Source: an optimization exercise on an open RTL-to-GDS flow (aim: small area). Production flows keep margins and buffers that such runs may drop. Function was checked by simulation only, so behaviour that the tests miss may differ from the original. No activity file was given, so power comes from the tool's default toggle rates.

<file path="design/flow/run.sh">
#!/bin/bash
# synth_recipe.tcl (not shown) runs the flow's synth.tcl, then flattens the netlist and writes it again
# the make line also repeats each setting of config.mk as NAME=value (left out here)
make -C /OpenROAD-flow-scripts/flow DESIGN_CONFIG=/design/flow/config.mk WORK_HOME=/design/flow/orfs CLKGATE_MAP_FILE= SYNTH_SCRIPT=/design/flow/synth_recipe.tcl finish
</file>
<file path="design/flow/config.mk">
export PLATFORM = sky130hd
export DESIGN_NAME = pid_control
export DESIGN_NICKNAME = pid_control
export VERILOG_FILES = /design/flow/design.v
export SDC_FILE = /design/flow/constraint.sdc
export NUM_CORES = 4
export LEC_CHECK = 0
export CAP_MARGIN = 20
export CORE_MARGIN = 2
export CORE_UTILIZATION = 40
export SLEW_MARGIN = 20
export SYNTH_HIERARCHICAL = 1
</file>
<file path="design/flow/constraint.sdc">
create_clock -name core_clock -period 8.0 [get_ports {clk}]
set_input_delay 1.6000 -clock core_clock [delete_from_list [all_inputs] [get_ports {clk}]]
set_output_delay 1.6000 -clock core_clock [all_outputs]
set_load 0.01 [all_outputs]
</file>
<file path="design/flow/design.v">
module pid_fa (
  input  a ,
  input  b ,
  input  c ,
  output s ,
  output co
);
  assign s  = a ^ b ^ c;
  assign co = (a & b) | (a & c) | (b & c);
endmodule
module pid_control #(
  parameter SENSOR_ADDR = 16'hDEAD,
  parameter PWM_ADDR    = 16'hDEAD,
  parameter INIT_REFER  = 0       ,
  parameter PWM_WIDTH   = 16      ,
  parameter TEMP_WIDTH  = 16
) (
  input                         clk               ,
  input                         reset             ,
  output logic [TEMP_WIDTH-1:0] temp_address      ,
  output logic                  temp_read         ,
  input        [          31:0] temp_readdata     ,
  input                         temp_readdatavalid,
  input                         temp_waitrequest  ,
  output logic [ PWM_WIDTH-1:0] pwm_address       ,
  output logic                  pwm_write         ,
  output logic [          31:0] pwm_writedata     ,
  input                         pwm_waitrequest   ,
  input        [           1:0] csr_address       ,
  input                         csr_write         ,
  input        [          31:0] csr_writedata     ,
  input                         csr_read          ,
  output logic [          31:0] csr_readdata
);
  localparam logic [2:0] S_RESET = 3'b000,
                         S_IDLE  = 3'b001,
                         S_CALC  = 3'b011,
                         S_RPID  = 3'b010,
                         S_READ  = 3'b101,
                         S_WPID  = 3'b110;
  logic        [ 2:0] state;
  logic signed [15:0] readed_temp;
  logic signed [15:0] refer;
  logic        [15:0] rd_lo;
  logic               rd_hi;
  wire idle   = (state == S_IDLE);
  wire read   = (state == S_READ);
  wire calc   = (state == S_CALC);
  wire rpid   = (state == S_RPID);
  wire wpid   = (state == S_WPID) & ~pwm_write;
  wire finish = pwm_write;
  always_ff @(posedge clk or posedge reset)
    if (reset)
      begin
        refer <= INIT_REFER;
        rd_lo <= '0;
        rd_hi <= 1'b0;
      end
    else
      begin
        if (csr_write)
          begin
            if (csr_address == 2'h0)
              refer <= csr_writedata[15:0];
          end
        else if (csr_read)
          begin
            if (csr_address == 2'h0)
              begin
                rd_lo <= refer;
                rd_hi <= refer[7];
              end
            else if (csr_address == 2'h1)
              begin
                rd_lo <= readed_temp;
                rd_hi <= readed_temp[15];
              end
          end
        else
          begin
            rd_lo <= '0;
            rd_hi <= 1'b0;
          end
      end
  assign csr_readdata = {{16{rd_hi}}, rd_lo};
  always_ff @(posedge clk or posedge reset)
    if (reset)
      begin
        state       <= S_RESET;
        readed_temp <= '0;
        temp_read   <= 1'b0;
        pwm_write   <= 1'b0;
      end
    else
      begin
        temp_read <= idle;
        case (state)
          S_RESET : state <= S_IDLE;
          S_IDLE  : if (!temp_waitrequest) state <= S_READ;
          S_READ  :
            if (temp_readdatavalid)
              begin
                readed_temp <= temp_readdata[15:0];
                state       <= S_CALC;
              end
          S_CALC  : state <= S_RPID;
          S_RPID  : state <= S_WPID;
          default :
            if (!pwm_write)
              pwm_write <= 1'b1;
            else if (!pwm_waitrequest)
              begin
                pwm_write <= 1'b0;
                state     <= S_IDLE;
              end
        endcase
      end
  assign temp_address = temp_read ? SENSOR_ADDR : '0;
  assign pwm_address  = pwm_write ? PWM_ADDR : '0;
  logic signed [16:0] error;      
  logic        [25:0] acc;        
  logic        [11:0] pwm_val;    
  logic        [16:0] e_new;
  logic        [16:0] eb;
  logic        [17:0] addend;
  logic        [25:0] sum;
  logic        [25:0] acc_init;
  logic        [15:0] ctl;
  logic        [18:0] cy;
  logic        [25:18] ones;
  logic        [17:0] bc;
  wire init = rpid | (state == S_RESET);
  wire step = wpid | calc | (finish & ~pwm_waitrequest) |
              (idle & ~temp_waitrequest) | (read & temp_readdatavalid);
  wire dbl  = state[2];
  assign eb     = {~error[16], error[15:0]};
  assign addend = dbl ? {eb, 1'b0} : {1'b0, eb};
  assign cy[0] = wpid;
  for (genvar i = 0; i < 18; i++) begin : g_sum
    pid_fa u_fa (.a(acc[i]), .b(addend[i]), .c(cy[i]), .s(sum[i]), .co(cy[i+1]));
  end
  assign ones[18] = 1'b1;
  for (genvar i = 19; i < 26; i++) begin : g_ones
    assign ones[i] = ones[i-1] & acc[i-1];
  end
  for (genvar i = 18; i < 26; i++) begin : g_inc
    assign sum[i] = acc[i] ^ (cy[18] & ones[i]);
  end
  assign bc[0] = 1'b1;
  for (genvar i = 0; i < 17; i++) begin : g_sub
    localparam int J = (i < 16) ? i : 15;
    pid_fa u_fa (.a(refer[J]), .b(~readed_temp[J]), .c(bc[i]), .s(e_new[i]), .co(bc[i+1]));
  end
  assign acc_init = {~eb[16:7] + 10'd102, ~eb[6:0], 9'h1ff};
  assign ctl      = sum[15:0];
  always_ff @(posedge clk)
    if (init)
      error <= e_new;
  always_ff @(posedge clk)
    if (init)
      acc <= acc_init;
    else if (step)
      acc <= {2'b00, sum[25:2]};
  always_ff @(posedge clk)
    if (rpid)
      pwm_val <= ctl[15] ? 12'd0 : (|ctl[14:12]) ? 12'd4095 : ctl[11:0];
  assign pwm_writedata = {20'd0, pwm_val & {12{pwm_write}}};
endmodule
</file>
==> results of run 1 <==
## logic make-up after synthesis
logic type	Yosys count
fa+ha+maj	37
flops	109
buf+inv	118
xor+xnor	14
other cells	2
mux	63
simple gates	92
compound gates	61
## modules after synthesis (local to each module, per instance)
module       area, um2  copies in the design  flops+latches
pid_control       5265                     1            109
pid_fa           20.02                    35              0
## flip-flops by register name (all words and copies together), names as in the netlist, 3 cells and up
| register | count |
|---|---|
| refer | 16 |
| state | 3 |
| readed_temp | 16 |
| error | 17 |
| acc | 26 |
| pwm_val | 12 |
| rd_lo | 16 |
## critical path: stages (launching register included)
cell and delay, ns:
edfxtp_1 0.44, nor2b_4 0.16, fa_2 0.36, fa_2 0.35, fa_2 0.36, fa_2 0.35
fa_2 0.35, fa_2 0.34, fa_2 0.34, fa_2 0.35, fa_2 0.35, fa_2 0.35
fa_2 0.35, fa_2 0.34, fa_2 0.35, fa_2 0.34, fa_2 0.34, fa_2 0.36
fa_2 0.41, fa_2 0.42, buf_4 0.15, ha_1 0.20, xnor2_2 0.15, o21ai_0 0.09
## what timing repair did
| action | in CTS | in global routing |
|---|---|---|
| endpoints found under the hold margin | 0 | 0 |
| setup endpoints to repair | 3 | 6 |
| setup buffers | 1 | 2 |
| pin swaps | 0 | 7 |
| resized for setup | 1 | 8 |
## layout make-up
type                            count  area [um2]
Clock buffer                       11       242.7
Clock inverter                      5       56.30
Fill cell                        1312        7284
Inverter                           31       116.4
Multi-Input combinational cell    298        2512
Sequential cell                   109        2915
Tap cell                          184       230.2
Timing Repair Buffer              119        1176
## where the power goes
| part | internal [uW] | switching (uW) |
|---|---|---|
| clock | 253 | 207 |
| sequential | 967 | 183 |
| combinational | 871 | 862 |
| total | 2090 | 1250 |
## stage by stage
stage	std cells	setup WS (ns)	utilization	hold slack (ns)	total power, uW
6_report	757	0.1210	0.4988	0.4862	3343
5_1_grt	757	-0.04027	0.4988	0.5082	3627
4_1_cts	755	0.04326	0.4951	0.4887	3342
3_5_place_dp	738	0.02557	0.4738	0.4719	2861
3_3_place_gp	738	0.09059	0.4738	0.4679	2819
2_1_floorplan	525	0.01515	-	0.4790	2364
## path summary, 6_finish.rpt
kind                       slack, ns      from         to
max                             0.12  error[0]    acc[17]
min                             0.49  rd_lo[5]   rd_lo[5]
max reg2reg                     0.12  error[0]    acc[17]
min reg2reg                     0.49  rd_lo[5]   rd_lo[5]
max in group asynchronous       5.77     reset   state[2]
min in group asynchronous       1.75     reset  pwm_write
## cell usage in the layout, fill, tap and decap left out, drive strengths merged, types with 2 or more instances in the layout
cell / synthesis / final
fa: 35 / 35
o22a: 9 / 9
o21ai: 25 / 25
nand3: 4 / 4
mux2: 46 / 46
nand2: 25 / 25
nor2b: 4 / 4
a31oi: 4 / 4
mux2i: 17 / 17
xor2: 4 / 4
inv: 31 / 34
clkbuf: 10 / 11
edfxtp: 46 / 46
nor3: 2 / 2
dfxtp: 9 / 9
and2: 14 / 14
clkdlybuf4s50: 0 / 108
xnor2: 10 / 10
ha: 2 / 2
dfrtp: 54 / 54
a211o: 2 / 2
nor2: 37 / 37
conb: 2 / 31
nand2b: 3 / 3
a21oi: 4 / 4
o22ai: 14 / 14
buf: 77 / 11
## routing by layer
metal  vias to the layer above  part of all wire  GRT usage
met5                         -                 0          0
met4                         0             0.023    0.06917
met3                        17             0.048    0.02804
met2                       120              0.46     0.2419
met1                      1769              0.47     0.2011
li1                       1716                 -          -
==> results.cfg, run 1 <==
[global_route]
grt_overflow_total = 0
antenna_found_initial = 0
grt_pass1_wl_um = 18930
grt_pass1_vias = 3724
grt_max_degree = 55
grt_use_total = 0.1513

[cts]
cts_htree_levels = 3
clk_pin_slew_worst_paths_ns = 0.08
cts_hold_buffers = 0
clk_latency_ns = 0.36
numCtsBuffers = 9
clock_sinks = 109
cts_tree = built
clock_path_buffers = 2
cts-root-buf = clkbuf_16

[sta]
worst_pin_slew_ns = 1.060
finalSetupTns_ns = 0
skew_ns = 0.01169
setup_violations = 0
period_needed_ns = 7.879
rsz0062_at_grt = true
timing.fmax_mhz = 126.9
hold_violations = 0
post-route-period-util = 0.9849
slew_headroom = 0.2915
finalMaxSlewViolations = 0

[logic_synthesis]
synth_edf_count = 46
synth_top_area_frac = 0.2315
synth_adder_area_share = 0.1216
synth_simple_gate_area_frac = 0.07026
async_flop_share = 0.4954
synth_top_family_by_area = adder cells
synth_cells = 496
ys_ff_latch = 109
synth_common_cells = buf_4 (69), dfrtp_1 (54), edfxtp_1 (46), mux2_2 (46), nor2_1 (36)
ys.flop_type = dfrtp_1
synth-compound-area-share = 0.06376
ys_seq_area_frac = 0.4883
synth-xor-area-share = 0.02055
synth_top_cell_by_area = edfxtp_1
synth.most_common_cell = buf_4
synth.area.mux_share = 0.1154
synth.area.top_cells = edfxtp_1 (23%), dfrtp_1 (23%), fa_1 (12%), buf_4 (8.7%), mux2_2 (8.7%)
synthDistinctLibCells = 37
synthesis.area_per_instance_um2 = 12.03
syn_area_um2 = 5966
yosys_warnings = 7

[worst_setup_path]
worst_setup_path_end_kind = flop
required_ns = 8.10
cp.arrival_ns = 7.98
start_kind = flop
cp_max_fo = 2
critPathKind = reg -> reg
reg2regPathDepth = 23

[place]
routabilityCongestion = 0.8179
hpwl_um = 8122
placed_area_um2 = 6887
numPortBuffers = 108

[die]
rows = 44
ios = 171
dieArea_um2 = 15910
die_h_um = 126.1
coreArea_um2 = 14530
start_util = 0.4105
die_x_um = 126.1

[route]
num_vias = 3622
drtIter0Drc = 154
wl_per_cell_um = 15.30
post-route-drc-count = 0
avgViaCountPerCell = 4.785
routed_wirelength_um = 11590
dr.pass1.iters = 5
ant_nets = 0

[final_layout]
drive_gt1_frac = 0.1710
synthToLayoutAreaGrowth_pct = 21.52
num-nets-final = 678
final_cell_area_um2 = 7249
diodes = 0

[job]
drv_cap = 0

[run_status]
outcome = timing/DRC/antenna clean

[power_and_ir_drop]
p_leak_uw = 0.002874
max-vdd-ir-drop_v = 0.0001589
powerDensity_nw_per_um2 = 461.2

[hold_path]
hold_depth = 2
hp-class = reg -> reg
==> run 2: changes to the inputs <==
--- a/design/flow/config.mk
+++ b/design/flow/config.mk
@@ -9,4 +9,5 @@
 export CORE_MARGIN = 2
 export CORE_UTILIZATION = 40
+export CTS_BUF_LIST = sky130_fd_sc_hd__clkbuf_8
 export SLEW_MARGIN = 20
 export SYNTH_HIERARCHICAL = 1
==> results.cfg, run 2 <==
[final_layout]
largest_register = acc
reg_top3 = acc: 26 flops, error: 17 flops
num-nets-final = 677
fillCellCount = 1325
synthToLayoutAreaGrowth_pct = 19.53
drive_gt1_frac = 0.1713
diodes = 0
final_cell_mix = clkdlybuf4s50_1 (108), dfrtp_1 (52), mux2_2 (46), edfxtp_1 (46), nor2_1 (36)
final_common_cell = clkdlybuf4s50_1
largest_register_ffs = 26
final_cells = 756
utilization = 0.4906

[logic_synthesis]
synth_common_cells = buf_4 (69), dfrtp_1 (54), edfxtp_1 (46), mux2_2 (46), nor2_1 (36)
ys.flop_type = dfrtp_1
synth.area.mux_share = 0.1154
synth.area.top_cells = edfxtp_1 (23%), dfrtp_1 (23%), fa_1 (12%), buf_4 (8.7%), mux2_2 (8.7%)
synth-xor-area-share = 0.02055
synthesis.area_per_instance_um2 = 12.03
ys_seq_area_frac = 0.4883
synth_cells = 496
yosys_warnings = 7
ys_ff_latch = 109
synth-compound-area-share = 0.06376
synth_simple_gate_area_frac = 0.07026
synth_top_family_by_area = adder cells
synthDistinctLibCells = 37
synth_adder_area_share = 0.1216
synth_edf_count = 46
synth_top_cell_by_area = edfxtp_1
async_flop_share = 0.4954
synth.most_common_cell = buf_4
syn_area_um2 = 5966
synth_top_area_frac = 0.2315

[cts]
clock_path_buffers = 2
cts-root-buf = clkbuf_8
cts_hold_buffers = 0
cts_tree = built
numCtsBuffers = 9
clk_pin_slew_worst_paths_ns = 0.11
clk_latency_ns = 0.39
cts_htree_levels = 3
clock_sinks = 109

[sta]
finalMaxSlewViolations = 0
hold_violations = 0
period_needed_ns = 7.877
fin_ws_ns = 0.1233
skew_ns = 0.01849
post-route-period-util = 0.9846
worst_pin_slew_ns = 1.074
slew_headroom = 0.2822
setup_violations = 0
rsz0062_at_grt = true
timing.fmax_mhz = 127.0

[route]
wl_per_cell_um = 15.24
num_vias = 3585
ant_nets = 0
routed_wirelength_um = 11520
avgViaCountPerCell = 4.742
drtIter0Drc = 144
post-route-drc-count = 0
dr.pass1.iters = 4

[worst_setup_path]
r2r_slack_ns = 0.12
critPathKind = reg -> reg
worst_setup_path_end_kind = flop
startpoint = error[0]
cp.arrival_ns = 8.02
start_kind = flop
reg2reg_to = acc[17]
required_ns = 8.14
reg2regPathDepth = 23
cp_max_fo = 2
rr_startpoint = error[0]

[power_and_ir_drop]
p_total_uw = 3218
p_leak_uw = 0.002821
max-vdd-ir-drop_v = 0.0001553
powerDensity_nw_per_um2 = 451.4

[die]
coreArea_um2 = 14530
rows = 44
die_x_um = 126.1
ios = 171
die_h_um = 126.1
start_util = 0.4105
dieArea_um2 = 15910

[job]
drv_cap = 0

[hold_path]
hp-class = reg -> reg
hold_path_startpoint = rd_lo[5]
hold_depth = 2
holdPathEnd = rd_lo[5]

[global_route]
grt_overflow_total = 0
grt_pass1_vias = 3725
antenna_found_initial = 0
grt_use_total = 0.1503
grt_pass1_wl_um = 18840
grt_max_degree = 55

[place]
dpl.cell_count = 738
hpwl_um = 8122
routabilityCongestion = 0.8179
place_ws_ns = 0.02557
numPortBuffers = 108

[run_status]
outcome = timing/DRC/antenna clean
-- run 2: repair_timing --
action                                  4_1_cts  5_1_grt
pin swaps                                     0        8
endpoints found under the setup margin        4        6
resized for setup                             1        9
setup buffers                                 1        1
-- run 2: worst max path at each step --
stage	end	slack, ns	cells after the start
2_1_floorplan	acc[23]	0.02	26
3_3_place_gp	acc[23]	0.09	23
3_5_place_dp	acc[22]	0.03	23
4_1_cts	acc[22]	0.03	23
5_1_grt	acc[22]	-0.06	23
6_report	acc[17]	0.12	23
-- run 2: area by class of cell --
cell class,count,area [um2],share of cell area
Multi-Input combinational cell,298,2515,0.3527
Clock inverter,6,60.06,0.008423
Inverter,31,116.4,0.01632
Timing Repair Buffer,118,1156,0.1621
Clock buffer,10,137.6,0.01930
Tap cell,184,230.2,0.03229
Sequential cell,109,2915,0.4088
-- run 2: where the power goes --
| group | total (uW) | internal [uW] | leakage (uW) | switching (uW) |
|---|---|---|---|---|
| logic | 1720 | 864 | 0.00153 | 858 |
| registers | 1150 | 966 | 0.00118 | 184 |
| clock network | 347 | 154 | 0.000109 | 193 |
-- run 2: critical path, cell delays in order, from the launching register on --
cell and delay [ns]:
edfxtp_1 0.45, nor2b_4 0.16, fa_2 0.36, fa_2 0.35
fa_2 0.35, fa_2 0.35, fa_2 0.35, fa_2 0.34
fa_2 0.34, fa_2 0.35, fa_2 0.35, fa_2 0.35
fa_2 0.35, fa_2 0.34, fa_2 0.35, fa_2 0.34
fa_2 0.34, fa_2 0.36, fa_2 0.41, fa_2 0.42
buf_4 0.15, ha_2 0.18, xnor2_2 0.17, o21ai_0 0.09
-- run 2: routing by layer --
metal / share of wire / vias to the layer above / track usage
li1: - / 1714 / -
met1: 0.47 / 1744 / 0.1991
met2: 0.46 / 112 / 0.2429
met3: 0.051 / 15 / 0.02804
met4: 0.020 / 0 / 0.06529
met5: 0 / - / 0
-- run 2: modules after synthesis (local to each module, per instance) --
module / cells inside / flip-flops and latches / area (um2) / copies in the design
pid_control: 461 / 109 / 5265 / 1
pid_fa: 1 / 0 / 20.02 / 35
-- run 2: cells by family after synthesis --
| family | count (synthesis) |
|---|---|
| multiplexers | 63 |
| AO/OA/AOI/OAI | 61 |
| buffers and inverters | 118 |
| adder cells (fa/ha/maj) | 37 |
| AND/OR/NAND/NOR | 92 |
| XOR/XNOR | 14 |
| flip-flops | 109 |
| other | 2 |
-- run 2: through the flow --
step | instance area, um2 | setup TNS, ns | hold WS (ns)
floorplan | 6122 | 0 | 0.4790
global placement | 6887 | 0 | 0.4679
detailed placement | 6887 | 0 | 0.4719
CTS | 7094 | 0 | 0.4959
global route | 7131 | -0.1045 | 0.5171
finish | 7131 | 0 | 0.4933
==> run 3: changes to the inputs <==
--- a/design/flow/design.v
+++ b/design/flow/design.v
@@ -40,5 +40,6 @@
                          S_WPID  = 3'b110;
   logic        [ 2:0] state;
-  logic signed [15:0] readed_temp;
+  logic        [15:0] temp_n;        
+  wire  signed [15:0] readed_temp = ~temp_n;
   logic signed [15:0] refer;
   logic        [15:0] rd_lo;
@@ -88,5 +89,5 @@
       begin
         state       <= S_RESET;
-        readed_temp <= '0;
+        temp_n      <= '1;
         temp_read   <= 1'b0;
         pwm_write   <= 1'b0;
@@ -101,5 +102,5 @@
             if (temp_readdatavalid)
               begin
-                readed_temp <= temp_readdata[15:0];
+                temp_n      <= ~temp_readdata[15:0];
                 state       <= S_CALC;
               end
@@ -150,5 +151,5 @@
   for (genvar i = 0; i < 17; i++) begin : g_sub
     localparam int J = (i < 16) ? i : 15;
-    pid_fa u_fa (.a(refer[J]), .b(~readed_temp[J]), .c(bc[i]), .s(e_new[i]), .co(bc[i+1]));
+    pid_fa u_fa (.a(refer[J]), .b(temp_n[J]), .c(bc[i]), .s(e_new[i]), .co(bc[i+1]));
   end
   assign acc_init = {~eb[16:7] + 10'd102, ~eb[6:0], 9'h1ff};
@@ -161,5 +162,5 @@
       acc <= acc_init;
     else if (step)
-      acc <= {2'b00, sum[25:2]};
+      acc[23:0] <= sum[25:2];
   always_ff @(posedge clk)
     if (rpid)
==> results.cfg, run 3 <==
[power_and_ir_drop]
internal_power_uw = 1928
p_comb_frac = 0.517
switchingPower_uw = 1198
seqPwrFrac = 0.373
powerDensity_nw_per_um2 = 446.6
switching_share = 0.3832
power_frac_clock = 0.111
p_leak_uw = 0.002711
max-vdd-ir-drop_v = 0.0001791

[sta]
rsz0062_at_grt = true
finalMaxSlewViolations = 0
period_needed_ns = 7.840
post-route-period-util = 0.9800
skew_ns = 0.01440
slew_headroom = 0.3482
timing.fmax_mhz = 127.6
hold_violations = 0
worst_pin_slew_ns = 0.9777
fin_ws_ns = 0.1601
setup_violations = 0

[logic_synthesis]
synth_common_cells = buf_4 (68), edfxtp_1 (46), nand2_1 (40), dfrtp_1 (38), o21ai_0 (37)
synthesis.area_per_instance_um2 = 11.85
synth.most_common_cell = buf_4
synthDistinctLibCells = 38
async_flop_share = 0.4954
syn_area_um2 = 5856
ys_ff_latch = 109
synth.area.top_cells = edfxtp_1 (24%), dfrtp_1 (16%), fa_1 (12%), buf_4 (8.7%), dfstp_2 (7.2%)
synth_top_area_frac = 0.2359
yosys_warnings = 7
synth_edf_count = 46
synth_cells = 494
synth_top_cell_by_area = edfxtp_1
ys.flop_type = edfxtp_1
ys_seq_area_frac = 0.5009

[cts]
cts_hold_buffers = 0
clk_latency_ns = 0.39
clock_sinks = 109
numCtsBuffers = 9
clock_path_buffers = 2
cts_htree_levels = 3
cts-root-buf = clkbuf_8
clk_pin_slew_worst_paths_ns = 0.11
cts_tree = built

[place]
placed_area_um2 = 6773
numPortBuffers = 108
dpl.cell_count = 731
hpwl_um = 8046
place_ws_ns = 0.1138
routabilityCongestion = 0.7949

[final_layout]
largest_register_ffs = 26
multiInputGateArea_um2 = 2427
final_cells = 749
largest_register = acc
synthToLayoutAreaGrowth_pct = 19.51
final-seq-area_um2 = 2934
reg_top3 = acc: 26 flops, error: 17 flops
utilization = 0.4852
final_common_cell = clkdlybuf4s50_1
fillCellCount = 1325
final_cell_mix = clkdlybuf4s50_1 (108), edfxtp_1 (46), nand2_1 (40)
final_cell_area_um2 = 6998
num-nets-final = 670
drive_gt1_frac = 0.1681
diodes = 0

[route]
num_vias = 3540
wl_per_cell_um = 15.01
dr.pass1.iters = 4
post-route-drc-count = 0
routed_wirelength_um = 11240
drtIter0Drc = 180
avgViaCountPerCell = 4.726
ant_nets = 0

[global_route]
grt_overflow_total = 0
grt_max_degree = 55
grt_pass1_vias = 3605
grt_pass1_wl_um = 18280
antenna_found_initial = 0
grt_use_total = 0.1468

[die]
die_h_um = 125.0
die_x_um = 125.0
dieArea_um2 = 15620
start_util = 0.4060
coreArea_um2 = 14420
rows = 44
ios = 171

[worst_setup_path]
start_kind = flop
cpMostUsedCell = fa_2
critPathKind = reg -> reg
worstPathCellList = nor2b_1 > fa_2 > fa_2 > fa_2 > fa_2 > fa_2 > fa_2 > fa_2 > fa_2 > fa_2 > fa_2 > fa_2 > fa_2 > fa_2 > fa_2 > fa_2 > fa_2 > fa_2 > fa_2 > and4_4 > nand3_1 > xor2_1 > o22ai_1
cp_max_fo = 5
critPathMaxStageDelay_ns = 0.44
cp.arrival_ns = 7.96
worst_setup_path_end_kind = flop
cpMaxStageDelayCell = edfxtp_1
required_ns = 8.12

[hold_path]
hp-class = reg -> reg

[run_status]
outcome = timing/DRC/antenna clean

[job]
drv_cap = 0
## run 3: changes by cell type after synthesis, sizes merged, moves of 7 or more
cell,before,now
a22o,0,16
clkbuf,10,17
dfrtp,54,38
dfstp,0,16
inv,31,13
mux2,46,30
mux2i,17,2
nand2,25,40
o21ai,25,39
## run 3: path summary, 6_finish.rpt
path	endpoint	startpoint	cells past startpoint	slack (ns)
worst max register to register	acc[21]	error[0]	23	0.16
worst min-delay path	temp_n[1]	temp_n[1]	2	0.51
min in group asynchronous	refer[13]	reset	3	1.71
worst min register to register	temp_n[1]	temp_n[1]	2	0.51
max in group asynchronous	state[1]	reset	3	5.81
worst max-delay path	acc[21]	error[0]	23	0.16
## run 3: timing repair
action / 4_1_cts / 5_1_grt
endpoints found under the setup margin: 0 / 4
hold endpoints to repair: 0 / 0
buffers inserted: 0 / 2
gates resized for setup: 0 / 3
## run 3: final cells by class
cell class / count / area share
Multi-Input combinational cell: 309 / 0.3469
Clock inverter: 7 / 0.01109
Inverter: 13 / 0.006973
Clock buffer: 9 / 0.01770
Tap cell: 184 / 0.03290
Timing Repair Buffer: 118 / 0.1652
Sequential cell: 109 / 0.4193
## run 3: metrics by stage
stage | setup TNS [ns] | hold slack (ns) | total power [uW]
2_1_floorplan | 0 | 0.4782 | 2300
3_3_place_gp | 0 | 0.4894 | 2746
4_1_cts | 0 | 0.5092 | 3142
3_5_place_dp | 0 | 0.4902 | 2791
5_1_grt | -0.002271 | 0.5293 | 3400
6_report | 0 | 0.5066 | 3126
## run 3: routing by layer
metal,part of all wire,global-route usage,up-vias
met1,0.47,0.1996,1689
met4,0.010,0.04248,0
met2,0.47,0.2369,123
li1,-,-,1718
met5,0,0,-
met3,0.053,0.03509,10
## run 3: cells by family after synthesis
group / share of synthesized area
compound gates: 0.1006
xor+xnor: 0.02094
fa+ha+maj: 0.1239
buf+inv: 0.1122
flops: 0.5009
mux: 0.06111
other cells: 0.001283
simple gates: 0.07906
## run 3: power groups by stage
stage	clock network [uW]	logic, uW	registers, uW
2_1_floorplan	0	1160	1140
3_3_place_gp	0	1570	1170
3_5_place_dp	0	1610	1180
4_1_cts	355	1620	1170
5_1_grt	378	1820	1200
6_report	346	1610	1160
## run 3: critical path, delay by kind of cell, from the launching register on
family	cells	cell delay, ns
compound gates	1	0.10
xor+xnor	1	0.17
fa+ha+maj	18	6.35
flops	1	0.44
simple gates	3	0.51
## run 3: per-module statistics from Yosys, one instance, submodules excluded
module / area (um2) / cells / copies in the design / flip-flops and latches
pid_control: 5155 / 459 / 1 / 109
pid_fa: 20.02 / 1 / 35 / 0
==> run 4: changes to the inputs <==
--- a/design/flow/config.mk
+++ b/design/flow/config.mk
@@ -10,4 +10,6 @@
 export CORE_UTILIZATION = 40
 export CTS_BUF_LIST = sky130_fd_sc_hd__clkbuf_8
+export CTS_CLUSTER_DIAMETER = 200
+export CTS_CLUSTER_SIZE = 30
 export SLEW_MARGIN = 20
 export SYNTH_HIERARCHICAL = 1
==> results.cfg, run 4 <==
[power_and_ir_drop]
switchingPower_uw = 1198
p_total_uw = 3126
switching_share = 0.3832
powerDensity_nw_per_um2 = 446.6
power_frac_clock = 0.111
seqPwrFrac = 0.373
max-vdd-ir-drop_v = 0.0001791
p_leak_uw = 0.002711
p_comb_frac = 0.517
internal_power_uw = 1928

[logic_synthesis]
synthDistinctLibCells = 38
async_flop_share = 0.4954
synth_cells = 494
synth.most_common_cell = buf_4
synthesis.area_per_instance_um2 = 11.85
synth_top_area_frac = 0.2359
yosys_warnings = 7
synth_common_cells = buf_4 (68), edfxtp_1 (46), nand2_1 (40), dfrtp_1 (38), o21ai_0 (37)
ys_seq_area_frac = 0.5009
synth.area.top_cells = edfxtp_1 (24%), dfrtp_1 (16%), fa_1 (12%), buf_4 (8.7%), dfstp_2 (7.2%)
synth_top_cell_by_area = edfxtp_1
synth_edf_count = 46
ys.flop_type = edfxtp_1
syn_area_um2 = 5856
ys_ff_latch = 109

[cts]
clock_sinks = 109
cts_htree_levels = 3
clock_path_buffers = 2
cts_hold_buffers = 0
numCtsBuffers = 9
cts-root-buf = clkbuf_8
clk_pin_slew_worst_paths_ns = 0.11
cts_tree = built
clk_latency_ns = 0.39

[sta]
fin_ws_ns = 0.1601
finalMaxSlewViolations = 0
rsz0062_at_grt = true
timing.fmax_mhz = 127.6
post-route-period-util = 0.9800
worst_pin_slew_ns = 0.9777
slew_headroom = 0.3482
period_needed_ns = 7.840
hold_violations = 0
setup_violations = 0
skew_ns = 0.01440

[global_route]
grt_pass1_wl_um = 18280
antenna_found_initial = 0
grt_max_degree = 55
grt_overflow_total = 0
grt_pass1_vias = 3605
grt_use_total = 0.1468

[worst_setup_path]
start_kind = flop
cp_max_fo = 5
cp.arrival_ns = 7.96
cpMostUsedCell = fa_2
required_ns = 8.12
critPathMaxStageDelay_ns = 0.44
worstPathCellList = nor2b_1 > fa_2 > fa_2 > fa_2 > fa_2 > fa_2 > fa_2 > fa_2 > fa_2 > fa_2 > fa_2 > fa_2 > fa_2 > fa_2 > fa_2 > fa_2 > fa_2 > fa_2 > fa_2 > and4_4 > nand3_1 > xor2_1 > o22ai_1
worst_setup_path_end_kind = flop
critPathKind = reg -> reg
cpMaxStageDelayCell = edfxtp_1

[final_layout]
largest_register = acc
synthToLayoutAreaGrowth_pct = 19.51
fillCellCount = 1325
reg_top3 = acc: 26 flops, error: 17 flops
utilization = 0.4852
largest_register_ffs = 26
final_cell_area_um2 = 6998
final_common_cell = clkdlybuf4s50_1
diodes = 0
num-nets-final = 670
final_cells = 749
final_cell_mix = clkdlybuf4s50_1 (108), edfxtp_1 (46), nand2_1 (40)
drive_gt1_frac = 0.1681

[die]
dieArea_um2 = 15620
die_x_um = 125.0
start_util = 0.4060
die_h_um = 125.0
coreArea_um2 = 14420
ios = 171
rows = 44

[route]
wl_per_cell_um = 15.01
drtIter0Drc = 180
dr.pass1.iters = 4
routed_wirelength_um = 11240
post-route-drc-count = 0
ant_nets = 0
num_vias = 3540
avgViaCountPerCell = 4.726

[place]
dpl.cell_count = 731
placed_area_um2 = 6773
hpwl_um = 8046
place_ws_ns = 0.1138
numPortBuffers = 108
routabilityCongestion = 0.7949

[run_status]
outcome = timing/DRC/antenna clean

[hold_path]
hp-class = reg -> reg

[job]
drv_cap = 0
## run 4: path summary, 6_finish.rpt
| kind | startpoint | to | slack [ns] | cells past startpoint |
|---|---|---|---|---|
| worst min register to register | temp_n[1] | temp_n[1] | 0.51 | 2 |
| worst max-delay path | error[0] | acc[21] | 0.16 | 23 |
| max in group asynchronous | reset | state[1] | 5.81 | 3 |
| min in group asynchronous | reset | refer[13] | 1.71 | 3 |
| worst min-delay path | temp_n[1] | temp_n[1] | 0.51 | 2 |
| worst max register to register | error[0] | acc[21] | 0.16 | 23 |
## run 4: area by class of cell
class	count	area, um2	share of cell area
clock buffer	9	123.9	0.01770
clock inverter	7	77.57	0.01109
inverter	13	48.80	0.006973
multi-input combinational	309	2427	0.3469
sequential	109	2934	0.4193
tap	184	230.2	0.03290
timing repair buffer	118	1156	0.1652
## run 4: power by group through the flow
| stage | Combinational, uW | Clock [uW] | Sequential [uW] |
|---|---|---|---|
| detailed placement | 1610 | 0 | 1180 |
| finish | 1610 | 346 | 1160 |
| CTS | 1620 | 355 | 1170 |
| floorplan | 1160 | 0 | 1140 |
| global placement | 1570 | 0 | 1170 |
| global route | 1820 | 378 | 1200 |
## run 4: logic make-up after synthesis
family | Yosys count | synth area share
flip-flops | 109 | 0.5009
other | 2 | 0.001283
adder cells (fa/ha/maj) | 37 | 0.1239
XOR/XNOR | 14 | 0.02094
multiplexers | 32 | 0.06111
AO/OA/AOI/OAI | 91 | 0.1006
AND/OR/NAND/NOR | 104 | 0.07906
buffers and inverters | 105 | 0.1122
## run 4: critical path, delay by kind of cell (launching register included)
kind,cells,cell delay [ns]
adders and majority gates,18,6.35
and+or+nand+nor,3,0.51
DFF,1,0.44
xor gates and xnor gates,1,0.17
AOI/OAI and AO/OA,1,0.10
## run 4: modules after synthesis, one instance, submodules excluded
module / flip-flops and latches / times used
pid_control: 109 / 1
pid_fa: 0 / 35
## run 4: stage by stage
stage / setup TNS, ns / hold WS [ns]
after global placement: 0 / 0.4894
final: 0 / 0.5066
after detailed placement: 0 / 0.4902
after CTS: 0 / 0.5092
after floorplan: 0 / 0.4782
after global routing: -0.002271 / 0.5293
## run 4: repair_timing
| action | 4_1_cts | 5_1_grt |
|---|---|---|
| hold endpoints to repair | 0 | 0 |
| endpoints found under the setup margin | 0 | 4 |
| gates resized for setup | 0 | 3 |
| setup buffers | 0 | 2 |
## run 4: routing by layer
| metal | share of wire | global-route usage | vias up |
|---|---|---|---|
| li1 | - | - | 1718 |
| met1 | 0.47 | 0.1996 | 1689 |
| met4 | 0.010 | 0.04248 | 0 |
| met2 | 0.47 | 0.2369 | 123 |
| met5 | 0 | 0 | - |
| met3 | 0.053 | 0.03509 | 10 |
==> run 5: changes to the inputs <==
==> design/flow/flow/run.sh (new file) <==
#!/bin/bash
# Layout flow: the standard layout (standard.sh: ORFS synthesis through
# finish, unchanged), except that the buffers ORFS puts on the input and
# output ports are the smallest buffer cell, sky130_fd_sc_hd__buf_1.
# ORFS writes each step's full log under orfs/logs/; the output of
# standard.sh itself goes to standard.log.
set -euo pipefail
export BUFFER_PORTS_ARGS="-buffer_cell sky130_fd_sc_hd__buf_1"
bash standard.sh > standard.log 2>&1
==> design/flow/standard.sh (new file) <==
#!/bin/bash
# synth_recipe.tcl (not shown) runs the flow's synth.tcl, then flattens the netlist and writes it again
# the make line also repeats each setting of config.mk as NAME=value (left out here)
make -C /OpenROAD-flow-scripts/flow DESIGN_CONFIG=/design/flow/config.mk WORK_HOME=/design/flow/orfs CLKGATE_MAP_FILE= SYNTH_SCRIPT=/design/flow/synth_recipe.tcl "${@:-finish}"
--- a/design/flow/config.mk
+++ b/design/flow/config.mk
@@ -10,6 +10,4 @@
 export CORE_UTILIZATION = 40
 export CTS_BUF_LIST = sky130_fd_sc_hd__clkbuf_8
-export CTS_CLUSTER_DIAMETER = 200
-export CTS_CLUSTER_SIZE = 30
 export SLEW_MARGIN = 20
 export SYNTH_HIERARCHICAL = 1
removed: design/flow/run.sh
==> results.cfg, run 5 <==
[run_status]
outcome = timing/DRC/antenna clean

[die]
start_util = 0.4060
ios = 171
die_h_um = 125.0
die_x_um = 125.0
dieArea_um2 = 15620
rows = 44
coreArea_um2 = 14420

[logic_synthesis]
yosys_warnings = 7
synth_cells = 494
ys_ff_latch = 109
synth_top_area_frac = 0.2359
synth_top_cell_by_area = edfxtp_1
ys.flop_type = edfxtp_1
synth.area.top_cells = edfxtp_1 (24%), dfrtp_1 (16%), fa_1 (12%), buf_4 (8.7%), dfstp_2 (7.2%)
syn_area_um2 = 5856
synthDistinctLibCells = 38
ys_seq_area_frac = 0.5009
async_flop_share = 0.4954
synth_common_cells = buf_4 (68), edfxtp_1 (46), nand2_1 (40), dfrtp_1 (38), o21ai_0 (37)
synthesis.area_per_instance_um2 = 11.85
synth.most_common_cell = buf_4
synth_edf_count = 46

[place]
numPortBuffers = 108
hpwl_um = 7726
routabilityCongestion = 0.8250
place_ws_ns = 0.1265

[cts]
cts_htree_levels = 3
clock_path_buffers = 2
cts-root-buf = clkbuf_8
clk_latency_ns = 0.38
cts_tree = built
clk_pin_slew_worst_paths_ns = 0.10
numCtsBuffers = 9
clock_sinks = 109

[final_layout]
fillCellCount = 1390
synthToLayoutAreaGrowth_pct = 7.372
final_common_cell = buf_1
final-seq-area_um2 = 2935
final_cell_mix = buf_1 (108), edfxtp_1 (46), nand2_1 (40)
diodes = 0
num-nets-final = 668
multiInputGateArea_um2 = 2430
drive_gt1_frac = 0.1634
largest_register = acc
reg_top3 = acc: 26 flops, error: 17 flops
largest_register_ffs = 26

[job]
drv_cap = 0

[route]
wl_per_cell_um = 14.60
avgViaCountPerCell = 4.724
ant_nets = 0
drtIter0Drc = 181
num_vias = 3529
post-route-drc-count = 0
routed_wirelength_um = 10900
dr.pass1.iters = 4

[worst_setup_path]
required_ns = 8.12
worst_setup_path_end_kind = flop
critPathKind = reg -> reg
start_kind = flop
cp.arrival_ns = 7.92
cp_max_fo = 5

[sta]
finalMaxSlewViolations = 0
slew_headroom = 0.3534
finalSetupTns_ns = 0
period_needed_ns = 7.801
fin_ws_ns = 0.1993
skew_ns = 0.01053
post-route-period-util = 0.9751
worst_pin_slew_ns = 0.9699
hold_violations = 0
timing.fmax_mhz = 128.2
rsz0062_at_grt = false
setup_violations = 0

[power_and_ir_drop]
p_comb_frac = 0.496
power_frac_clock = 0.106
internal_power_uw = 1746
switchingPower_uw = 1190
switching_share = 0.4053
max-vdd-ir-drop_v = 0.0001854
seqPwrFrac = 0.398
powerDensity_nw_per_um2 = 467.0
p_leak_uw = 0.002418

[hold_path]
hp-class = reg -> reg

[global_route]
grt_overflow_total = 0
grt_pass1_vias = 3470
antenna_found_initial = 0
grt_pass1_wl_um = 17570
grt_max_degree = 55
grt_use_total = 0.1418
==> run 5: changes by cell type in the layout (fill, tap and decap cells not counted), sizes merged <==
cell / delta
inv: +1
clkinvlp: -1
buf: +106
clkbuf: +1
bufinv: -1
clkdlybuf4s50: -108
==> run 5: metal layers <==
metal | track usage | vias to the layer above | part of all wire
li1 | - | 1720 | -
met1 | 0.1977 | 1694 | 0.47
met2 | 0.2168 | 107 | 0.46
met3 | 0.04707 | 8 | 0.057
met4 | 0.03399 | 0 | 0.0099
met5 | 0 | - | 0
==> run 5: what timing repair did <==
| action | in CTS | in global routing |
|---|---|---|
| hold endpoints to repair | 0 | 0 |
| buffers inserted | 0 | 2 |
| gates resized for setup | 0 | 4 |
| endpoints found under the setup margin | 0 | 4 |
| hold buffers | 0 | 0 |
==> run 5: logic make-up (layout without fill, tap and decap cells) <==
family	count (synthesis)	in the layout	share of synthesized area
AOI/OAI and AO/OA	91	91	0.1006
xor gates and xnor gates	14	14	0.02094
adders and majority gates	37	37	0.1239
buffers and inverters	105	145	0.1122
DFF	109	109	0.5009
muxes	32	32	0.06111
other	2	31	0.001283
and+or+nand+nor	104	104	0.07906
==> run 5: layout make-up <==
type	instances	share of cell area
multi-input combinational	309	0.3865
clock buffer	10	0.02189
timing repair buffer	116	0.07403
sequential	109	0.4669
clock inverter	6	0.006368
tap	184	0.03662
inverter	13	0.007761
==> run 5: power by group through the flow <==
stage	Clock (uW)	Combinational, uW	Sequential [uW]
3_5_place_dp	0	1450	1180
4_1_cts	325	1460	1170
3_3_place_gp	0	1410	1170
6_report	312	1460	1170
5_1_grt	340	1660	1200
2_1_floorplan	0	1160	1140
==> run 5: worst paths after layout <==
path                       depth (start not counted)   endpoint  startpoint  slack (ns)
max                                               23    acc[21]    error[0]        0.20
min                                                1   state[0]    state[1]        0.50
max reg2reg                                       23    acc[21]    error[0]        0.20
min reg2reg                                        1   state[0]    state[1]        0.50
max in group asynchronous                          3   state[1]       reset        6.09
min in group asynchronous                          3  refer[13]       reset        1.37
==> run 5: modules after synthesis, one instance, submodules excluded <==
module	cells	cell area [um2]	flops+latches
pid_fa	1	20.02	0
pid_control	459	5155	109
==> run 5: worst max-delay path, stage by stage, from the launching register on <==
cell and delay, ns:
edfxtp_1 0.45, nor2b_1 0.18, fa_2 0.37, fa_2 0.35, fa_2 0.35, fa_2 0.35, fa_2 0.35, fa_2 0.34
fa_2 0.34, fa_2 0.36, fa_2 0.36, fa_2 0.35, fa_2 0.35, fa_2 0.35, fa_2 0.35, fa_2 0.35
fa_2 0.35, fa_2 0.34, fa_2 0.35, fa_2 0.38, and4_4 0.23, nand3_1 0.09, xor2_1 0.16, o22ai_1 0.09
==> run 5: per-stage QoR <==
step,util,hold WS (ns),instances,instance area (um2),power [uW]
floorplan,-,0.4782,523,6023,2300
global placement,0.4217,0.4890,729,6082,2583
detailed placement,0.4218,0.4892,729,6085,2637
CTS,0.4342,0.5127,745,6262,2957
global route,0.4359,0.5173,747,6287,3202
finish,0.4359,0.5029,747,6287,2936
==> run 6: changes to the inputs <==
--- a/design/flow/config.mk
+++ b/design/flow/config.mk
@@ -8,6 +8,7 @@
 export CAP_MARGIN = 20
 export CORE_MARGIN = 2
-export CORE_UTILIZATION = 40
+export CORE_UTILIZATION = 60
 export CTS_BUF_LIST = sky130_fd_sc_hd__clkbuf_8
+export PLACE_DENSITY = 0.75
 export SLEW_MARGIN = 20
 export SYNTH_HIERARCHICAL = 1
==> results.cfg, run 6 <==
[run_status]
outcome = timing/DRC/antenna clean

[place]
numPortBuffers = 108
dpl.cell_count = 679
routabilityCongestion = 0.8633
placed_area_um2 = 6028
hpwl_um = 7258

[worst_setup_path]
critPathMaxStageDelay_ns = 0.45
critPathKind = reg -> reg
crit_buf_inv = 0
cpMaxStageDelayCell = dfrtp_2
required_ns = 8.12
cp.arrival_ns = 7.87
cpMostUsedCell = fa_2
worstPathCellList = nand2b_1 > nor3b_1 > fa_2 > fa_2 > fa_2 > fa_2 > fa_2 > fa_2 > fa_2 > fa_2 > fa_2 > fa_2 > fa_2 > fa_2 > fa_2 > fa_2 > fa_2 > fa_2 > fa_2 > fa_2 > and4_4 > nand3_1 > xor2_1 > o22ai_1
crit_family = adder cells
start_kind = flop
worst_setup_path_end_kind = flop
cp_max_fo = 5

[sta]
finalSetupTns_ns = 0
skew_ns = 0.01633
slew_headroom = 0.3875
period_needed_ns = 7.752
post-route-period-util = 0.9690
rsz0062_at_grt = false
worst_pin_slew_ns = 0.9188
setup_violations = 0
hold_violations = 0
timing.fmax_mhz = 129.0
finalMaxSlewViolations = 0

[logic_synthesis]
synth.most_common_cell = buf_4
synthDistinctLibCells = 38
ys_seq_area_frac = 0.5009
ys_ff_latch = 109
synth_common_cells = buf_4 (68), edfxtp_1 (46), nand2_1 (40), dfrtp_1 (38), o21ai_0 (37)
syn_area_um2 = 5856
synth_top_cell_by_area = edfxtp_1
synth_top_area_frac = 0.2359
ys.flop_type = edfxtp_1
synth_edf_count = 46
synth.area.top_cells = edfxtp_1 (24%), dfrtp_1 (16%), fa_1 (12%), buf_4 (8.7%), dfstp_2 (7.2%)
synthesis.area_per_instance_um2 = 11.85
synth_cells = 494
yosys_warnings = 7
async_flop_share = 0.4954

[final_layout]
final_cell_mix = buf_1 (108), edfxtp_1 (46), nand2_1 (40)
drive_gt1_frac = 0.1746
reg_top3 = acc: 26 flops, error: 17 flops
fillCellCount = 769
final_cells = 700
diodes = 0
synthToLayoutAreaGrowth_pct = 7.180
num-nets-final = 672
final_cell_area_um2 = 6276
largest_register_ffs = 26
largest_register = acc
final_common_cell = buf_1

[cts]
clk_pin_slew_worst_paths_ns = 0.10
cts_tree = built
cts-root-buf = clkbuf_8
cts_hold_buffers = 0
clock_path_buffers = 2
clock_sinks = 109
cts_htree_levels = 3
numCtsBuffers = 9
clk_latency_ns = 0.37

[global_route]
grt_max_degree = 55
grt_overflow_total = 0
grt_use_total = 0.2034
antenna_found_initial = 0
grt_pass1_wl_um = 16350
grt_pass1_vias = 3331

[route]
post-route-drc-count = 0
drtIter0Drc = 160
avgViaCountPerCell = 5.104
wl_per_cell_um = 14.54
ant_nets = 0
routed_wirelength_um = 10180
dr.pass1.iters = 4
num_vias = 3573

[die]
dieArea_um2 = 10570
coreArea_um2 = 9639
die_x_um = 102.8
rows = 36
die_h_um = 102.8
ios = 171
start_util = 0.6075

[hold_path]
hp-class = reg -> reg

[job]
drv_cap = 0

[power_and_ir_drop]
p_leak_uw = 0.002436
powerDensity_nw_per_um2 = 470.2
max-vdd-ir-drop_v = 0.0002036
[run 6: layout make-up]
cell class / count / area, um2 / area share
timing repair buffer: 120 / 495.5 / 0.07895
clock buffer: 9 / 123.9 / 0.01974
tap: 133 / 166.4 / 0.02652
inverter: 13 / 48.80 / 0.007775
multi-input combinational: 309 / 2430 / 0.3872
clock inverter: 7 / 75.07 / 0.01196
sequential: 109 / 2937 / 0.4679
[run 6: Yosys stat by module (local to each module, per instance)]
module       flops+latches  times used  area (um2)  cells
pid_control            109           1        5155    459
pid_fa                   0          35       20.02      1
[run 6: per-stage QoR]
stage,total power [uW],util,worst slack [ns],hold slack (ns)
after global routing,3224,0.6511,0.03274,0.5280
after global placement,2544,0.6251,0.2362,0.4687
after detailed placement,2601,0.6254,0.1384,0.4806
final,2951,0.6511,0.2481,0.5033
after CTS,2943,0.6460,0.1103,0.5063
after floorplan,2300,-,0.03455,0.4782
[run 6: worst min-delay path, cell delays in order, from the launching register on]
cell and delay, ns:
dfstp_2 0.39, nand2_1 0.05, o21ai_0 0.07
[run 6: kinds of logic after synthesis]
logic type | Yosys count | share of synthesized area
buffers and inverters | 105 | 0.1122
XOR/XNOR | 14 | 0.02094
flip-flops | 109 | 0.5009
adder cells (fa/ha/maj) | 37 | 0.1239
other | 2 | 0.001283
multiplexers | 32 | 0.06111
AO/OA/AOI/OAI | 91 | 0.1006
AND/OR/NAND/NOR | 104 | 0.07906
[run 6: final timing paths]
check / from / endpoint / slack, ns / depth (start not counted)
max in group asynchronous: reset / state[2] / 6.13 / 3
worst min register to register: temp_n[7] / temp_n[7] / 0.50 / 2
worst min-delay path: temp_n[7] / temp_n[7] / 0.50 / 2
min in group asynchronous: reset / rd_hi / 1.38 / 3
worst max register to register: state[1] / acc[23] / 0.25 / 24
worst max-delay path: state[1] / acc[23] / 0.25 / 24
[run 6: what timing repair did]
item / CTS / global route
resized for setup: 0 / 5
setup buffers: 0 / 5
setup endpoints to repair: 0 / 5
[run 6: power by group]
part / switching (uW) / internal [uW] / total (uW) / leakage [uW]
clock network: 188 / 147 / 335 / 0.000103
logic: 797 / 654 / 1450 / 0.00118
registers: 188 / 978 / 1170 / 0.00115
[run 6: per-layer routing]
| metal | wire length [um] | up-vias | track usage |
|---|---|---|---|
| met2 | 4909 | 108 | 0.3233 |
| li1 | - | 1729 | - |
| met4 | 102 | 0 | 0.04757 |
| met1 | 4605 | 1728 | 0.2887 |
| met3 | 560 | 8 | 0.04949 |
| met5 | 0 | - | 0 |
==> run 7: changes to the inputs <==
==> design/flow/flow/run.sh (replaced) <==
#!/bin/bash
# Layout flow: the standard layout (standard.sh: ORFS synthesis through
# finish, unchanged), except that
#  - the buffers ORFS puts on the input and output ports are the smallest
#    buffer cell, sky130_fd_sc_hd__buf_1;
#  - clock tree synthesis inserts no dummy loads.
# ORFS writes each step's full log under orfs/logs/; the output of
# standard.sh itself goes to standard.log.
set -euo pipefail
export BUFFER_PORTS_ARGS="-buffer_cell sky130_fd_sc_hd__buf_1"
export CTS_ARGS="-sink_clustering_enable -repair_clock_nets -buf_list sky130_fd_sc_hd__clkbuf_8 -dont_use_dummy_load"
bash standard.sh > standard.log 2>&1
--- a/design/flow/config.mk
+++ b/design/flow/config.mk
@@ -8,7 +8,6 @@
 export CAP_MARGIN = 20
 export CORE_MARGIN = 2
-export CORE_UTILIZATION = 60
+export CORE_UTILIZATION = 40
 export CTS_BUF_LIST = sky130_fd_sc_hd__clkbuf_8
-export PLACE_DENSITY = 0.75
 export SLEW_MARGIN = 20
 export SYNTH_HIERARCHICAL = 1
==> results.cfg, run 7 <==
[run_status]
outcome = timing/DRC/antenna clean

[sta]
timing.fmax_mhz = 128.2
finalSetupTns_ns = 0
fin_ws_ns = 0.2009
finalMaxSlewViolations = 0
rsz0062_at_grt = false
setup_violations = 0
skew_ns = 0.02412
post-route-period-util = 0.9749
worst_pin_slew_ns = 0.9548
period_needed_ns = 7.799
slew_headroom = 0.3635
hold_violations = 0

[route]
ant_nets = 0
wl_per_cell_um = 14.69
post-route-drc-count = 0
drtIter0Drc = 149
avgViaCountPerCell = 4.784
routed_wirelength_um = 10870
num_vias = 3540
dr.pass1.iters = 4

[global_route]
grt_overflow_total = 0
antenna_found_initial = 0
grt_pass1_vias = 3444
grt_pass1_wl_um = 17590
grt_use_total = 0.1416
grt_max_degree = 55

[worst_setup_path]
cp_max_fo = 5
critPathMaxStageDelay_ns = 0.45
worstPathCellList = nor2b_1 > fa_2 > fa_2 > fa_2 > fa_2 > fa_2 > fa_2 > fa_2 > fa_2 > fa_2 > fa_2 > fa_2 > fa_2 > fa_2 > fa_2 > fa_2 > fa_2 > fa_2 > fa_2 > and4_4 > nand3_1 > xor2_1 > o22ai_1
cp.arrival_ns = 7.90
crit_family = adder cells
crit_buf_inv = 0
critPathKind = reg -> reg
start_kind = flop
cpMostUsedCell = fa_2
cpMaxStageDelayCell = edfxtp_1
required_ns = 8.10
worst_setup_path_end_kind = flop

[final_layout]
num-nets-final = 668
largest_register_ffs = 26
fillCellCount = 1391
diodes = 0
synthToLayoutAreaGrowth_pct = 6.453
largest_register = acc
final_cell_mix = buf_1 (108), edfxtp_1 (46), nand2_1 (40)
drive_gt1_frac = 0.1583
reg_top3 = acc: 26 flops, error: 17 flops
final_common_cell = buf_1
final_cells = 740

[power_and_ir_drop]
powerDensity_nw_per_um2 = 463.9
max-vdd-ir-drop_v = 0.0001828
p_total_uw = 2892
p_leak_uw = 0.002380

[logic_synthesis]
synth_common_cells = buf_4 (68), edfxtp_1 (46), nand2_1 (40), dfrtp_1 (38), o21ai_0 (37)
yosys_warnings = 7
ys_ff_latch = 109
synth_top_cell_by_area = edfxtp_1
async_flop_share = 0.4954
synth_edf_count = 46
synth.most_common_cell = buf_4
syn_area_um2 = 5856
synth_cells = 494
ys_seq_area_frac = 0.5009
ys.flop_type = edfxtp_1
synthDistinctLibCells = 38
synthesis.area_per_instance_um2 = 11.85
synth_top_area_frac = 0.2359
synth.area.top_cells = edfxtp_1 (24%), dfrtp_1 (16%), fa_1 (12%), buf_4 (8.7%), dfstp_2 (7.2%)

[place]
hpwl_um = 7726
dpl.cell_count = 729
place_ws_ns = 0.1265
numPortBuffers = 108
routabilityCongestion = 0.8250

[die]
start_util = 0.4060
dieArea_um2 = 15620
ios = 171
coreArea_um2 = 14420
die_h_um = 125.0
die_x_um = 125.0
rows = 44

[cts]
cts_tree = built
cts_htree_levels = 3
cts-root-buf = clkbuf_8
numCtsBuffers = 9
clock_sinks = 109
clk_pin_slew_worst_paths_ns = 0.07
clk_latency_ns = 0.38
clock_path_buffers = 2

[job]
drv_cap = 0

[hold_path]
hp-class = reg -> reg
## run 7: cell counts after synthesis
Identical to the previous run, type by type.
## run 7: worst paths after layout
path	start	endpoint	slack, ns	cells after the start
setup / recovery	error[0]	acc[21]	0.20	23
hold / removal	state[1]	state[0]	0.50	1
setup reg to reg	error[0]	acc[21]	0.20	23
hold reg to reg	state[1]	state[0]	0.50	1
max in group asynchronous	reset	state[1]	6.07	3
min in group asynchronous	reset	refer[13]	1.38	3
## run 7: through the flow
step	utilization	hold slack, ns	area, um2
floorplan	-	0.4782	6023
global placement	0.4217	0.4890	6082
detailed placement	0.4218	0.4892	6085
CTS	0.4304	0.5120	6208
global route	0.4322	0.5136	6233
finish	0.4322	0.5010	6233
## run 7: worst reg2reg max path: cells and delay by family, from the launching register on
| family | cells | cell delay (ns) |
|---|---|---|
| AOI/OAI and AO/OA | 1 | 0.09 |
| DFF | 1 | 0.45 |
| and+or+nand+nor | 3 | 0.52 |
| adders and majority gates | 18 | 6.33 |
| xor gates and xnor gates | 1 | 0.16 |
## run 7: timing repair
item                       CTS  global route
setup buffers                0             2
resized for setup            0             4
setup endpoints to repair    0             4
hold buffers                 0             0
## run 7: logic make-up (layout without fill, tap and decap cells)
family	count (synthesis)	in the layout	synth area share
and+or+nand+nor	104	104	0.07906
xor gates and xnor gates	14	14	0.02094
DFF	109	109	0.5009
muxes	32	32	0.06111
buffers and inverters	105	138	0.1122
adders and majority gates	37	37	0.1239
AOI/OAI and AO/OA	91	91	0.1006
other	2	31	0.001283
## run 7: final cells by class
| type | instances | area, um2 | area share |
|---|---|---|---|
| repair buffers | 116 | 465.4 | 0.07467 |
| clock buffers | 9 | 123.9 | 0.01987 |
| inverters | 13 | 48.80 | 0.007828 |
| multi-input cells | 309 | 2430 | 0.3898 |
| flip-flops and latches | 109 | 2935 | 0.4709 |
| well taps | 184 | 230.2 | 0.03693 |
## run 7: layer usage
layer	track usage	routed length [um]
met2	0.2180	5018
met4	0.02941	84
met1	0.1977	5057
met5	0	0
met3	0.04707	713
## run 7: Yosys stat by module, one instance, submodules excluded
| module | flip-flops and latches | cell area, um2 |
|---|---|---|
| pid_control | 109 | 5155 |
| pid_fa | 0 | 20.02 |
## run 7: where the power goes
part,switching (uW),internal (uW)
combinational,810,645
clock,168,102
sequential,190,978
==> run 8: changes to the inputs <==
==> design/flow/flow/run.sh (replaced) <==
#!/bin/bash
# Layout flow: the standard layout (standard.sh: ORFS synthesis through
# finish, unchanged), except that
#  - the buffers ORFS puts on the input and output ports are the smallest
#    buffer cell, sky130_fd_sc_hd__buf_1;
#  - clock tree synthesis inserts no dummy loads;
#  - the constant outputs share their tie cell (no per-port tie copies).
# ORFS writes each step's full log under orfs/logs/; the output of
# standard.sh itself goes to standard.log.
set -euo pipefail
export BUFFER_PORTS_ARGS="-buffer_cell sky130_fd_sc_hd__buf_1"
export CTS_ARGS="-sink_clustering_enable -repair_clock_nets -buf_list sky130_fd_sc_hd__clkbuf_8 -dont_use_dummy_load"
export SKIP_REPAIR_TIE_FANOUT=1
bash standard.sh > standard.log 2>&1
==> results.cfg, run 8 <==
[worst_setup_path]
cp.arrival_ns = 7.89
worst_setup_path_end_kind = flop
reg2regPathDepth = 23
critPathKind = reg -> reg
reg2reg_to = acc[23]
rr_startpoint = error[0]
r2r_slack_ns = 0.20
cp_max_fo = 5
required_ns = 8.09
start_kind = flop
startpoint = error[0]

[sta]
timing.fmax_mhz = 128.2
rsz0062_at_grt = false
skew_ns = 0.02487
setup_violations = 0
period_needed_ns = 7.799
hold_violations = 0
slew_headroom = 0.3804
holdWs_ns = 0.4994
finalSetupTns_ns = 0
worst_pin_slew_ns = 0.9293
post-route-period-util = 0.9748
finalMaxSlewViolations = 0

[final_layout]
final-seq-area_um2 = 2935
multiInputGateArea_um2 = 2326
final_common_cell = buf_1
final_cell_mix = buf_1 (108), edfxtp_1 (46), nand2_1 (40)
reg_top3 = acc: 26 flops, error: 17 flops
num-nets-final = 638
largest_register_ffs = 26
largest_register = acc
drive_gt1_frac = 0.1654
synthToLayoutAreaGrowth_pct = 4.594
utilization = 0.4246
fillCellCount = 1378
diodes = 0

[die]
ios = 171
start_util = 0.4060
rows = 44
dieArea_um2 = 15620
coreArea_um2 = 14420
die_x_um = 125.0
die_h_um = 125.0

[cts]
cts_htree_levels = 3
cts_hold_buffers = 0
clock_sinks = 109
numCtsBuffers = 9
cts-root-buf = clkbuf_8
clock_path_buffers = 2
clk_latency_ns = 0.38
clk_pin_slew_worst_paths_ns = 0.10
cts_tree = built

[logic_synthesis]
synth_cells = 494
synth_top_cell_by_area = edfxtp_1
yosys_warnings = 7
synth_edf_count = 46
synth.area.top_cells = edfxtp_1 (24%), dfrtp_1 (16%), fa_1 (12%), buf_4 (8.7%), dfstp_2 (7.2%)
synth.most_common_cell = buf_4
synth_common_cells = buf_4 (68), edfxtp_1 (46), nand2_1 (40), dfrtp_1 (38), o21ai_0 (37)
ys.flop_type = edfxtp_1
syn_area_um2 = 5856
ys_ff_latch = 109
synthDistinctLibCells = 38
synth_top_area_frac = 0.2359
ys_seq_area_frac = 0.5009
synthesis.area_per_instance_um2 = 11.85
async_flop_share = 0.4954

[global_route]
grt_max_degree = 55
antenna_found_initial = 0
grt_pass1_vias = 3666
grt_use_total = 0.1451
grt_pass1_wl_um = 18330
grt_overflow_total = 0

[route]
wl_per_cell_um = 15.29
avgViaCountPerCell = 4.924
ant_nets = 0
num_vias = 3496
routed_wirelength_um = 10850
dr.pass1.iters = 4
drtIter0Drc = 175
post-route-drc-count = 0

[place]
routabilityCongestion = 0.8133
numPortBuffers = 108
hpwl_um = 7713

[power_and_ir_drop]
max-vdd-ir-drop_v = 0.0001840
powerDensity_nw_per_um2 = 471.5
p_leak_uw = 0.002288

[job]
drv_cap = 0

[hold_path]
hold_path_startpoint = rd_lo[15]
hp-class = reg -> reg
hold_depth = 2
holdPathEnd = rd_lo[15]

[run_status]
outcome = timing/DRC/antenna clean
run 8: cell counts after synthesis:
No cell type changed its count.
run 8: report_power, final:
part | total [uW] | internal, uW | switching, uW | leakage, uW
Combinational | 1450 | 645 | 802 | 0.00107
Sequential | 1170 | 978 | 196 | 0.00115
Clock | 267 | 101 | 165 | 0.0000647
Total | 2890 | 1720 | 1160 | 0.00229
run 8: repair_timing:
action                                 4_1_cts  5_1_grt
setup endpoints to repair                    0        5
endpoints found under the hold margin        0        0
gates resized for setup                      0        6
buffers inserted                             0        1
run 8: critical path, stage by stage, from the launching register on:
cell,delay (ns)
edfxtp_1,0.47
nor2b_4,0.17
fa_2,0.36
fa_2,0.35
fa_2,0.35
fa_2,0.35
fa_2,0.34
fa_2,0.34
fa_2,0.34
fa_2,0.36
fa_2,0.36
fa_2,0.35
fa_2,0.35
fa_2,0.34
fa_2,0.34
fa_2,0.35
fa_2,0.35
fa_2,0.35
fa_2,0.37
fa_2,0.37
and4_4,0.23
nand3_1,0.10
xor2_1,0.15
o22ai_1,0.10
run 8: cell families (layout without fill, tap and decap cells):
family | after synthesis | after routing | synth area share
DFF | 109 | 109 | 0.5009
buffers and inverters | 105 | 137 | 0.1122
and+or+nand+nor | 104 | 104 | 0.07906
AOI/OAI and AO/OA | 91 | 91 | 0.1006
adders and majority gates | 37 | 37 | 0.1239
muxes | 32 | 32 | 0.06111
xor gates and xnor gates | 14 | 14 | 0.02094
other | 2 | 2 | 0.001283
run 8: layout make-up:
| class | count | area share |
|---|---|---|
| inverter | 13 | 0.008376 |
| timing repair buffer | 115 | 0.07477 |
| tap | 184 | 0.03759 |
| sequential | 109 | 0.4793 |
| clock buffer | 9 | 0.02022 |
| multi-input combinational | 280 | 0.3798 |
run 8: how the worst max path moves through the flow:
stage          endpoint  slack, ns  cells past startpoint
6_report        acc[23]       0.20                     23
5_1_grt         acc[23]       0.01                     24
4_1_cts         acc[21]       0.11                     24
3_5_place_dp    acc[20]       0.12                     24
3_3_place_gp    acc[23]       0.23                     24
2_1_floorplan   acc[21]       0.03                     27
run 8: modules after synthesis (local to each module, per instance):
module	area [um2]	flip-flops and latches	times used	cells inside
pid_control	5155	109	1	459
pid_fa	20.02	0	35	1
run 8: layer usage:
layer  vias to the layer above  GRT usage  part of all wire  routed length [um]
met4                         0    0.04314             0.012                 134
met1                      1682     0.1997              0.46                4961
met5                         -          0                 0                   0
li1                       1675          -                 -                   -
met3                        16    0.04365             0.069                 754
met2                       123     0.2238              0.46                5004
run 8: per-stage QoR:
step | power (uW) | area [um2] | setup slack (ns) | cells
6_report | 2888 | 6125 | 0.2014 | 710
5_1_grt | 3159 | 6125 | 0.01140 | 710
4_1_cts | 2900 | 6100 | 0.1087 | 709
3_5_place_dp | 2625 | 5976 | 0.1240 | 700
3_3_place_gp | 2582 | 5973 | 0.2256 | 700
2_1_floorplan | 2300 | 5914 | 0.03455 | 494

## port drivers added, routing unchanged
Ports are ideal in the flow. The routed layouts listed here were re-timed in OpenROAD. Step 1 (the two cells are an assumption about what drives the block):
set clk [get_ports {clk}]
set_driving_cell -lib_cell sky130_fd_sc_hd__clkbuf_16 $clk
set_driving_cell -lib_cell sky130_fd_sc_hd__buf_2 [delete_from_list [all_inputs] $clk]
Step 2 moves the port delays by t, midway between the first and last clock arrival at a register: inputs arrive t later, outputs are due t later. That takes back most of the time a late clock gives input paths. Slacks: ideal ports / drivers / drivers and shift; pairs: ideal ports / drivers.
| run | shift t [ns] | slack for setup (ns) | worst setup path after step 2 |
|---|---|---|---|
| run 1 | 0.391 | 0.121 / 0.121 / 0.121 | register to register |
| run 2 | 0.416 | 0.123 / 0.123 / 0.123 | register to register |
| run 3 | 0.414 | 0.160 / 0.160 / 0.160 | register to register |
| run 4 | 0.414 | 0.160 / 0.160 / 0.160 | register to register |
| run 5 | 0.411 | 0.199 / 0.199 / 0.199 | register to register |
| run 6 | 0.395 | 0.248 / 0.248 / 0.248 | register to register |
| run 7 | 0.406 | 0.201 / 0.201 / 0.201 | register to register |
| run 8 | 0.399 | 0.201 / 0.201 / 0.201 | register to register |
After both steps setup and hold are still met in every run listed.
